Context: an optimization exercise on an open-source flow, tuned for small area. The choices shown serve that exercise and are no tape-out recipe.
Only simulation tests tie the RTL to the original design; equivalence was not proved. The flow treats the clock pin as an ideal source, which a real chip does not have.

==> inputs of job 3401 <==
==> flow/design.v <==
`timescale 1ns/100ps
module sisc (clk, rst_f, imem_addr, imem_rdata, dmem_addr, dmem_wdata, dmem_we, dmem_rdata, halted);
  input         clk, rst_f;
  output [15:0] imem_addr;
  input  [31:0] imem_rdata;
  output [15:0] dmem_addr;
  output [31:0] dmem_wdata;
  output        dmem_we;
  input  [31:0] dmem_rdata;
  output        halted;
  reg  [4:0]  ph;         
  reg         rot;        
  reg         hlt;
  reg  [15:0] pc;
  reg  [3:0]  st;         
  reg         c;          
  reg         acc;        
  reg  [4:0]  k;          
  reg  [15:0] a;          
  reg  [31:0] t;          
  reg  [31:0] r1, r2, r3, r4, r5, r6, r7, r8, r9, r10, r11, r12, r13, r14, r15;
  wire [3:0] op = imem_rdata[31:28];
  wire [3:0] mm = imem_rdata[27:24];
  wire [3:0] rs = imem_rdata[23:20];
  wire [3:0] rt = imem_rdata[19:16];
  wire [3:0] rd = imem_rdata[15:12];
  wire [3:0] fn = imem_rdata[3:0];
  wire act   = ~hlt;
  wire mm8   = (mm == 4'd8);
  wire isalu = (op == 4'd8);
  wire immf  = isalu & mm8;
  wire regf  = isalu & ~mm8;
  wire islod = (op == 4'd1);
  wire isstr = (op == 4'd2);
  wire isls  = islod | isstr;
  wire isswp = (op == 4'd3);
  wire ishlt = (op == 4'd15);
  wire isbr  = (op == 4'd4) | (op == 4'd5) | (op == 4'd6);
  wire issh  = regf & (fn[3:2] == 2'b10);
  wire two   = isalu | isls | isswp;
  wire last  = two ? rot : 1'b1;
  wire pcp   = act & ~ishlt & last & ph[4];      
  wire r0    = ~rot;
  wire anys  = |(mm & st);
  wire tk    = isbr & ((op == 4'd6) ? ~anys : anys);
  wire rel   = ~(tk & ((op == 4'd4) | (op == 4'd6)));
  reg pa, pb;
  always @* begin
    case (rs)
      4'd1: pa = r1[0];   4'd2: pa = r2[0];   4'd3: pa = r3[0];   4'd4: pa = r4[0];
      4'd5: pa = r5[0];   4'd6: pa = r6[0];   4'd7: pa = r7[0];   4'd8: pa = r8[0];
      4'd9: pa = r9[0];   4'd10: pa = r10[0]; 4'd11: pa = r11[0]; 4'd12: pa = r12[0];
      4'd13: pa = r13[0]; 4'd14: pa = r14[0]; 4'd15: pa = r15[0];
      default: pa = 1'b0;
    endcase
    case (rt)
      4'd1: pb = r1[0];   4'd2: pb = r2[0];   4'd3: pb = r3[0];   4'd4: pb = r4[0];
      4'd5: pb = r5[0];   4'd6: pb = r6[0];   4'd7: pb = r7[0];   4'd8: pb = r8[0];
      4'd9: pb = r9[0];   4'd10: pb = r10[0]; 4'd11: pb = r11[0]; 4'd12: pb = r12[0];
      4'd13: pb = r13[0]; 4'd14: pb = r14[0]; 4'd15: pb = r15[0];
      default: pb = 1'b0;
    endcase
  end
  wire       ph0   = (ph[3:0] == 4'd0);
  wire       ibit  = (ph[4] & ~pcp) ? imem_rdata[15] : (ph0 ? imem_rdata[0] : a[0]);
  wire       pcbit = pc[ph[3:0]];
  wire inv   = issh ? fn[0] : (fn == 4'd2);
  wire first = ph0 & (ph[4] == pcp);
  wire xb    = pcp ? (rel & pcbit) : ((immf | (regf & ~issh) | (isls & ~mm8) | isswp) & pa);
  wire yb    = pcp ? (tk & ibit) : ((immf | isls) ? ibit : (regf & (pb ^ inv)));
  wire cin   = pcp ? rel : (regf & inv);
  wire ci    = first ? cin : c;
  wire sum   = xb ^ yb ^ ci;
  wire co    = (xb & yb) | (xb & ci) | (yb & ci);
  reg lg;
  always @* begin
    case (fn[1:0])
      2'b00: lg = ~pa;
      2'b01: lg = pa | pb;
      2'b10: lg = pa & pb;
      default: lg = pa ^ pb;
    endcase
  end
  wire res = (regf & fn[3]) ? 1'b0 : ((regf & fn[2]) ? lg : sum);
  wire [4:0] kn   = ~k;
  wire       tap  = t[kn];
  wire       lsh  = issh & fn[1];
  wire       shv  = (lsh & fn[0] & (k == 5'd0)) ? pa : tap;
  wire       tin  = issh ? (pa & ~(lsh & (fn[0] ^ rot))) : pb;
  reg       we;
  reg [3:0] wa;
  reg       wb;
  always @* begin
    we = 1'b0;
    wa = rt;
    wb = res;
    if (act) begin
      if (r0) begin
        if (isalu & ~issh) begin we = 1'b1; wa = regf ? rd : rt; wb = res; end
        if (isswp)         begin we = 1'b1; wa = rt; wb = res; end
        if (islod & ph[4] & ~ph0) begin we = 1'b1; wa = rt; wb = tap; end
      end else begin
        if (issh)           begin we = 1'b1; wa = rd; wb = shv & ~(lsh & acc); end
        if (isswp)          begin we = 1'b1; wa = rs; wb = tap; end
        if (islod & (~ph[4] | ph0)) begin we = 1'b1; wa = rt; wb = tap; end
      end
    end
  end
  wire [15:0] wsel = we ? (16'd1 << wa) : 16'd0;
  always @(posedge clk) begin
    r1  <= {wsel[1]  ? wb : r1[0],  r1[31:1]};
    r2  <= {wsel[2]  ? wb : r2[0],  r2[31:1]};
    r3  <= {wsel[3]  ? wb : r3[0],  r3[31:1]};
    r4  <= {wsel[4]  ? wb : r4[0],  r4[31:1]};
    r5  <= {wsel[5]  ? wb : r5[0],  r5[31:1]};
    r6  <= {wsel[6]  ? wb : r6[0],  r6[31:1]};
    r7  <= {wsel[7]  ? wb : r7[0],  r7[31:1]};
    r8  <= {wsel[8]  ? wb : r8[0],  r8[31:1]};
    r9  <= {wsel[9]  ? wb : r9[0],  r9[31:1]};
    r10 <= {wsel[10] ? wb : r10[0], r10[31:1]};
    r11 <= {wsel[11] ? wb : r11[0], r11[31:1]};
    r12 <= {wsel[12] ? wb : r12[0], r12[31:1]};
    r13 <= {wsel[13] ? wb : r13[0], r13[31:1]};
    r14 <= {wsel[14] ? wb : r14[0], r14[31:1]};
    r15 <= {wsel[15] ? wb : r15[0], r15[31:1]};
  end
  wire [31:0] dw = {dmem_rdata[16:0], dmem_rdata[31:17]};
  wire [31:0] dwr;
  assign dwr = {dw[0], dw[1], dw[2], dw[3], dw[4], dw[5], dw[6], dw[7],
                dw[8], dw[9], dw[10], dw[11], dw[12], dw[13], dw[14], dw[15],
                dw[16], dw[17], dw[18], dw[19], dw[20], dw[21], dw[22], dw[23],
                dw[24], dw[25], dw[26], dw[27], dw[28], dw[29], dw[30], dw[31]};
  wire tld = islod & r0 & (ph == 5'd16);
  always @(posedge clk) begin
    c <= co;
    if (tld) t <= dwr;
    else     t <= {t[30:0], tin};
    if (r0) acc <= ((ph == 5'd0) ? 1'b0 : acc) | (issh ? (pb & (ph >= 5'd5)) : sum);
    if (r0 & (ph < 5'd5)) k <= {issh & sum, k[4:1]};
    if (ph0) a <= {sum, imem_rdata[15:1]};
    else     a <= {sum, a[15:1]};
  end
  wire stwe = act & r0 & (ph == 5'd31) & isalu & ((fn == 4'd1) | (fn == 4'd2));
  wire fsb  = (fn == 4'd2);
  always @(posedge clk or negedge rst_f) begin
    if (!rst_f) begin
      ph  <= 5'd0;
      rot <= 1'b0;
      hlt <= 1'b0;
      pc  <= 16'd0;
      st  <= 4'd0;
    end else begin
      ph  <= ph + 5'd1;
      hlt <= hlt | ishlt;
      if (ph == 5'd31) rot <= two & r0 & act;
      if (pcp & (ph == 5'd31)) pc <= {sum, a[15:1]};
      if (stwe) st <= {co ^ (regf & fsb),
                       ~(fsb ^ pa ^ pb) & (fsb ^ pb ^ sum),
                       sum,
                       ~(acc | sum)};
    end
  end
  assign imem_addr  = pc;
  assign dmem_addr  = a;
  assign dmem_we    = act & isstr & rot & (ph == 5'd16);
  assign dmem_wdata = {t[16], t[17], t[18], t[19], t[20], t[21], t[22], t[23],
                       t[24], t[25], t[26], t[27], t[28], t[29], t[30], t[31],
                       t[0], t[1], t[2], t[3], t[4], t[5], t[6], t[7],
                       t[8], t[9], t[10], t[11], t[12], t[13], t[14], t[15]};
  assign halted = hlt;
endmodule
==> flow/flow/run.sh <==
#!/bin/bash
# Standard ORFS layout (standard synthesis unchanged) with small port buffers
# and a clock tree with larger sink clusters and no dummy loads.
set -euo pipefail
export BUFFER_PORTS_ARGS="-buffer_cell sky130_fd_sc_hd__buf_1"
export CTS_ARGS="-sink_clustering_enable -repair_clock_nets -dont_use_dummy_load -sink_clustering_size 34 -sink_clustering_max_diameter 50"
bash standard.sh finish > flow_make.log 2>&1
==> flow/standard.sh <==
#!/bin/bash
# synth_recipe.tcl (not shown) runs the flow's synth.tcl, then flattens the netlist and writes it again
# the make line also repeats each setting of config.mk as NAME=value (left out here)
make -C /OpenROAD-flow-scripts/flow DESIGN_CONFIG=/design/flow/config.mk WORK_HOME=/design/flow/orfs CLKGATE_MAP_FILE= SYNTH_SCRIPT=/design/flow/synth_recipe.tcl "${@:-finish}"
==> flow/config.mk <==
export PLATFORM = sky130hd
export DESIGN_NAME = sisc
export DESIGN_NICKNAME = sisc
export VERILOG_FILES = /design/flow/design.v
export SDC_FILE = /design/flow/constraint.sdc
export NUM_CORES = 4
export LEC_CHECK = 0
export CAP_MARGIN = 20
export CORE_MARGIN = 2
export CORE_UTILIZATION = 70
export PLACE_DENSITY = 0.8
export SLEW_MARGIN = 20
==> flow/constraint.sdc <==
create_clock -name core_clock -period 10.0 [get_ports {clk}]
set_input_delay 2.0000 -clock core_clock [delete_from_list [all_inputs] [get_ports {clk}]]
set_output_delay 2.0000 -clock core_clock [all_outputs]
set_load 0.01 [all_outputs]
==> job 6794 (differences from job 3401) <==
--- a/flow/design.v
+++ b/flow/design.v
@@ -62,10 +62,11 @@
     endcase
   end
-  wire       ph0   = (ph[3:0] == 4'd0);
-  wire       ibit  = (ph[4] & ~pcp) ? imem_rdata[15] : (ph0 ? imem_rdata[0] : a[0]);
+  wire [3:0] iidx  = (ph[4] & ~pcp) ? 4'd15 : ph[3:0];
+  wire       ibit  = imem_rdata[iidx];
   wire       pcbit = pc[ph[3:0]];
+  wire       dbit  = dmem_rdata[ph];
   wire inv   = issh ? fn[0] : (fn == 4'd2);
-  wire first = ph0 & (ph[4] == pcp);
-  wire xb    = pcp ? (rel & pcbit) : ((immf | (regf & ~issh) | (isls & ~mm8) | isswp) & pa);
+  wire first = (ph[3:0] == 4'd0) & (ph[4] == pcp);
+  wire xb    = pcp ? (rel & pcbit) : ((immf | (regf & ~issh) | (isls & ~mm8)) & pa);
   wire yb    = pcp ? (tk & ibit) : ((immf | isls) ? ibit : (regf & (pb ^ inv)));
   wire cin   = pcp ? rel : (regf & inv);
@@ -85,7 +86,6 @@
   wire [4:0] kn   = ~k;
   wire       tap  = t[kn];
-  wire       lsh  = issh & fn[1];
-  wire       shv  = (lsh & fn[0] & (k == 5'd0)) ? pa : tap;
-  wire       tin  = issh ? (pa & ~(lsh & (fn[0] ^ rot))) : pb;
+  wire [5:0] pk   = {1'b0, ph} + {1'b0, k};
+  wire       msk  = fn[1] & (acc | (fn[0] ? ((k != 5'd0) & ~pk[5]) : pk[5]));
   reg       we;
   reg [3:0] wa;
@@ -98,10 +98,10 @@
       if (r0) begin
         if (isalu & ~issh) begin we = 1'b1; wa = regf ? rd : rt; wb = res; end
-        if (isswp)         begin we = 1'b1; wa = rt; wb = res; end
-        if (islod & ph[4] & ~ph0) begin we = 1'b1; wa = rt; wb = tap; end
+        if (isswp)         begin we = 1'b1; wa = rt; wb = pa; end
+        if (islod & ph[4]) begin we = 1'b1; wa = rt; wb = dbit; end
       end else begin
-        if (issh)           begin we = 1'b1; wa = rd; wb = shv & ~(lsh & acc); end
+        if (issh)           begin we = 1'b1; wa = rd; wb = tap & ~msk; end
         if (isswp)          begin we = 1'b1; wa = rs; wb = tap; end
-        if (islod & (~ph[4] | ph0)) begin we = 1'b1; wa = rt; wb = tap; end
+        if (islod & ~ph[4]) begin we = 1'b1; wa = rt; wb = dbit; end
       end
     end
@@ -125,19 +125,11 @@
     r15 <= {wsel[15] ? wb : r15[0], r15[31:1]};
   end
-  wire [31:0] dw = {dmem_rdata[16:0], dmem_rdata[31:17]};
-  wire [31:0] dwr;
-  assign dwr = {dw[0], dw[1], dw[2], dw[3], dw[4], dw[5], dw[6], dw[7],
-                dw[8], dw[9], dw[10], dw[11], dw[12], dw[13], dw[14], dw[15],
-                dw[16], dw[17], dw[18], dw[19], dw[20], dw[21], dw[22], dw[23],
-                dw[24], dw[25], dw[26], dw[27], dw[28], dw[29], dw[30], dw[31]};
-  wire tld = islod & r0 & (ph == 5'd16);
+  wire aen = pcp | (act & r0 & isls & ~ph[4]);
   always @(posedge clk) begin
     c <= co;
-    if (tld) t <= dwr;
-    else     t <= {t[30:0], tin};
+    t <= {t[30:0], issh ? pa : pb};
     if (r0) acc <= ((ph == 5'd0) ? 1'b0 : acc) | (issh ? (pb & (ph >= 5'd5)) : sum);
-    if (r0 & (ph < 5'd5)) k <= {issh & sum, k[4:1]};
-    if (ph0) a <= {sum, imem_rdata[15:1]};
-    else     a <= {sum, a[15:1]};
+    if (r0 & (ph < 5'd5)) k <= {sum, k[4:1]};
+    if (aen) a <= {sum, a[15:1]};
   end
   wire stwe = act & r0 & (ph == 5'd31) & isalu & ((fn == 4'd1) | (fn == 4'd2));
@@ -163,9 +155,9 @@
   assign imem_addr  = pc;
   assign dmem_addr  = a;
-  assign dmem_we    = act & isstr & rot & (ph == 5'd16);
-  assign dmem_wdata = {t[16], t[17], t[18], t[19], t[20], t[21], t[22], t[23],
-                       t[24], t[25], t[26], t[27], t[28], t[29], t[30], t[31],
-                       t[0], t[1], t[2], t[3], t[4], t[5], t[6], t[7],
-                       t[8], t[9], t[10], t[11], t[12], t[13], t[14], t[15]};
+  assign dmem_we    = act & isstr & rot & (ph == 5'd0);
+  assign dmem_wdata = {t[0], t[1], t[2], t[3], t[4], t[5], t[6], t[7],
+                       t[8], t[9], t[10], t[11], t[12], t[13], t[14], t[15],
+                       t[16], t[17], t[18], t[19], t[20], t[21], t[22], t[23],
+                       t[24], t[25], t[26], t[27], t[28], t[29], t[30], t[31]};
   assign halted = hlt;
 endmodule
==> flow/flow/run.sh (replaced) <==
#!/bin/bash
# Standard ORFS layout (standard synthesis unchanged) with smaller port buffers
# and a clock tree with larger sink clusters and no dummy loads.
set -euo pipefail
export BUFFER_PORTS_ARGS="-buffer_cell sky130_fd_sc_hd__buf_1"
export CTS_ARGS="-sink_clustering_enable -repair_clock_nets -dont_use_dummy_load -sink_clustering_size 30 -sink_clustering_max_diameter 100"
bash standard.sh finish > flow_make.log 2>&1
--- a/flow/config.mk
+++ b/flow/config.mk
@@ -6,4 +6,5 @@
 export NUM_CORES = 4
 export LEC_CHECK = 0
+export ABC_AREA = 1
 export CAP_MARGIN = 20
 export CORE_MARGIN = 2
==> job 6165 (differences from job 3401) <==
--- a/flow/design.v
+++ b/flow/design.v
@@ -84,8 +84,8 @@
   wire res = (regf & fn[3]) ? 1'b0 : ((regf & fn[2]) ? lg : sum);
   wire [4:0] kn   = ~k;
-  wire       tap  = t[kn];
+  wire       tap  = t[31];
   wire       lsh  = issh & fn[1];
   wire       shv  = (lsh & fn[0] & (k == 5'd0)) ? pa : tap;
-  wire       tin  = issh ? (pa & ~(lsh & (fn[0] ^ rot))) : pb;
+  wire       tin  = issh ? (pa & ~(lsh & (fn[0] ^ rot))) : (islod ? t[31] : pb);
   reg       we;
   reg [3:0] wa;
@@ -99,9 +99,8 @@
         if (isalu & ~issh) begin we = 1'b1; wa = regf ? rd : rt; wb = res; end
         if (isswp)         begin we = 1'b1; wa = rt; wb = res; end
-        if (islod & ph[4] & ~ph0) begin we = 1'b1; wa = rt; wb = tap; end
       end else begin
-        if (issh)           begin we = 1'b1; wa = rd; wb = shv & ~(lsh & acc); end
-        if (isswp)          begin we = 1'b1; wa = rs; wb = tap; end
-        if (islod & (~ph[4] | ph0)) begin we = 1'b1; wa = rt; wb = tap; end
+        if (issh)          begin we = 1'b1; wa = rd; wb = shv & ~(lsh & acc); end
+        if (isswp)         begin we = 1'b1; wa = rs; wb = tap; end
+        if (islod)         begin we = 1'b1; wa = rt; wb = tap; end
       end
     end
@@ -132,8 +131,13 @@
                 dw[24], dw[25], dw[26], dw[27], dw[28], dw[29], dw[30], dw[31]};
   wire tld = islod & r0 & (ph == 5'd16);
+  wire m16 = kn[4] ? t[15] : tin;
+  wire m8  = kn[3] ? t[23] : m16;
+  wire m4  = kn[2] ? t[27] : m8;
+  wire m2  = kn[1] ? t[29] : m4;
+  wire m1  = kn[0] ? t[30] : m2;
   always @(posedge clk) begin
     c <= co;
     if (tld) t <= dwr;
-    else     t <= {t[30:0], tin};
+    else     t <= {m1, m2, t[28], m4, t[26:24], m8, t[22:16], m16, t[14:0], tin};
     if (r0) acc <= ((ph == 5'd0) ? 1'b0 : acc) | (issh ? (pb & (ph >= 5'd5)) : sum);
     if (r0 & (ph < 5'd5)) k <= {issh & sum, k[4:1]};
==> flow/flow/run.sh (replaced) <==
#!/bin/bash
# Standard ORFS layout (standard synthesis unchanged). Changes from the standard flow's own
# layout: port buffers are buf_1; the clock tree uses sink clusters of up to 32
# flip-flops within 120 um (clkbuf_16 each), no dummy loads, and clkbuf_4
# root/tree buffers; buffers that ABC inserted are removed at floorplan and
# non-critical gates are downsized after global routing (RECOVER_POWER).
# ORFS writes each step's log under orfs/logs; make's output goes to flow_make.log.
set -euo pipefail
export BUFFER_PORTS_ARGS="-buffer_cell sky130_fd_sc_hd__buf_1"
export CTS_ARGS="-sink_clustering_enable -repair_clock_nets -dont_use_dummy_load -sink_clustering_size 32 -sink_clustering_max_diameter 120 -root_buf sky130_fd_sc_hd__clkbuf_4 -tree_buf sky130_fd_sc_hd__clkbuf_4"
export RECOVER_POWER=100
export REMOVE_ABC_BUFFERS=1
bash standard.sh finish > flow_make.log 2>&1
==> job 5090 (differences from job 3401) <==
--- a/flow/design.v
+++ b/flow/design.v
@@ -84,8 +84,8 @@
   wire res = (regf & fn[3]) ? 1'b0 : ((regf & fn[2]) ? lg : sum);
   wire [4:0] kn   = ~k;
-  wire       tap  = t[kn];
+  wire       tap  = t[31];
   wire       lsh  = issh & fn[1];
   wire       shv  = (lsh & fn[0] & (k == 5'd0)) ? pa : tap;
-  wire       tin  = issh ? (pa & ~(lsh & (fn[0] ^ rot))) : pb;
+  wire       tin  = issh ? (pa & ~(lsh & (fn[0] ^ rot))) : (islod ? t[31] : pb);
   reg       we;
   reg [3:0] wa;
@@ -99,9 +99,8 @@
         if (isalu & ~issh) begin we = 1'b1; wa = regf ? rd : rt; wb = res; end
         if (isswp)         begin we = 1'b1; wa = rt; wb = res; end
-        if (islod & ph[4] & ~ph0) begin we = 1'b1; wa = rt; wb = tap; end
       end else begin
-        if (issh)           begin we = 1'b1; wa = rd; wb = shv & ~(lsh & acc); end
-        if (isswp)          begin we = 1'b1; wa = rs; wb = tap; end
-        if (islod & (~ph[4] | ph0)) begin we = 1'b1; wa = rt; wb = tap; end
+        if (issh)          begin we = 1'b1; wa = rd; wb = shv & ~(lsh & acc); end
+        if (isswp)         begin we = 1'b1; wa = rs; wb = tap; end
+        if (islod)         begin we = 1'b1; wa = rt; wb = tap; end
       end
     end
@@ -132,8 +131,13 @@
                 dw[24], dw[25], dw[26], dw[27], dw[28], dw[29], dw[30], dw[31]};
   wire tld = islod & r0 & (ph == 5'd16);
+  wire m16 = kn[4] ? t[15] : tin;
+  wire m8  = kn[3] ? t[23] : m16;
+  wire m4  = kn[2] ? t[27] : m8;
+  wire m2  = kn[1] ? t[29] : m4;
+  wire m1  = kn[0] ? t[30] : m2;
   always @(posedge clk) begin
     c <= co;
     if (tld) t <= dwr;
-    else     t <= {t[30:0], tin};
+    else     t <= {m1, m2, t[28], m4, t[26:24], m8, t[22:16], m16, t[14:0], tin};
     if (r0) acc <= ((ph == 5'd0) ? 1'b0 : acc) | (issh ? (pb & (ph >= 5'd5)) : sum);
     if (r0 & (ph < 5'd5)) k <= {issh & sum, k[4:1]};
==> flow/flow/run.sh (replaced) <==
#!/bin/bash
set -euo pipefail
export BUFFER_PORTS_ARGS="-buffer_cell sky130_fd_sc_hd__buf_1"
export CTS_ARGS="-sink_clustering_enable -repair_clock_nets -dont_use_dummy_load -sink_clustering_size 30 -sink_clustering_max_diameter 100 -root_buf sky130_fd_sc_hd__clkbuf_8 -buf_list 'sky130_fd_sc_hd__clkbuf_8 sky130_fd_sc_hd__clkbuf_16'"
bash standard.sh finish > flow_make.log 2>&1
==> reports/results.ini <==
[logic_synthesis]
ys_seq_area_share_pct = 80.8
yosys-mux-area-fraction_pct = 6.62
synthSimpleGateAreaFrac_pct = 6.84
synth_fa_ha_area_share_pct = 0.671
synth_cell_type_count = 65

[outcome]
lastStage = 4_1_cts
status = stopped before the end
error = [ERROR STA-0564] clock_tree_synthesis positional arguments not supported.

[placed_design]
place_inst = 1330
post-place-ws_ns = 4.08
gp_congestion = 0.883

[die]
dieHeight_um = 146

The numbers above come from job 5090.

==> reports/results.ini <==
[outcome]
status = finished clean

[global_route]
grt-ovfl-total = 0

[clock_network]
post_cts_resized = 0

[cells_and_area]
syn_to_final_growth_pct = 11.0

[placed_design]
place_inst = 1330
post-place-ws_ns = 3.32

[logic_synthesis]
synth_cell_type_count = 69
synthSimpleGateAreaFrac_pct = 6.39
synth_fa_ha_area_share_pct = 0.727
yosys-mux-area-fraction_pct = 8.70
ys_seq_area_share_pct = 79.1

[die]
dieHeight_um = 148

The numbers above come from job 3401.

==> reports/results.ini <==
[logic_synthesis]
synth_fa_ha_area_share_pct = 0.973
synth_cell_type_count = 48
ys_seq_area_share_pct = 77.8
synthSimpleGateAreaFrac_pct = 13.4

[outcome]
status = finished clean

[placed_design]
gp_congestion = 0.969
post-place-ws_ns = 4.37

[worst_setup_path]
cp_num_buf_inv = 4

[die]
dieHeight_um = 150

The numbers above come from job 6794.

==> reports/results.ini <==
[outcome]
status = finished clean

[logic_synthesis]
synth_cell_type_count = 65
synth_fa_ha_area_share_pct = 0.671
ys_seq_area_share_pct = 80.8
synthSimpleGateAreaFrac_pct = 6.84

[placed_design]
gp_congestion = 0.906
post-place-ws_ns = 4.19

[timing]
rsz0062_at_grt = false
setup_viol = 0

[die]
dieHeight_um = 146

[cells_and_area]
clock_buffer_count = 21

The numbers above come from job 6165.

separate check: timing with driven ports:
In the flow no input, the clock included, has a driving cell. The finished layouts below were timed again as built, in two steps. Step 1, drivers: a clkbuf_16 drives clk and a buf_2 each remaining input, both assumed. Step 2 adds t to the input delays and takes it off the output delays; t is the mean of the earliest and latest rising clock arrival at the registers after step 1. Input paths then give back, and output paths get back, about the clock's delay inside the block. a / b / c = ideal ports / drivers / drivers and shift; a / b = the first two.
| run | shift t [ns] | setup WS [ns] | latest minus earliest clock arrival (ns) |
|---|---|---|---|
| job 3401 | 0.546 | 4.079 / 4.097 / 3.551 | 0.076 / 0.076 |
| job 6794 | 0.569 | 4.686 / 4.696 / 4.135 | 0.065 / 0.065 |
| job 6165 | 0.790 | 4.151 / 4.165 / 3.374 | 0.046 / 0.045 |
After both steps setup and hold are still met in every run listed. The setup slack of job 6165, which loses most, moves by +0.014 ns with the drivers and by -0.777 ns with both steps.
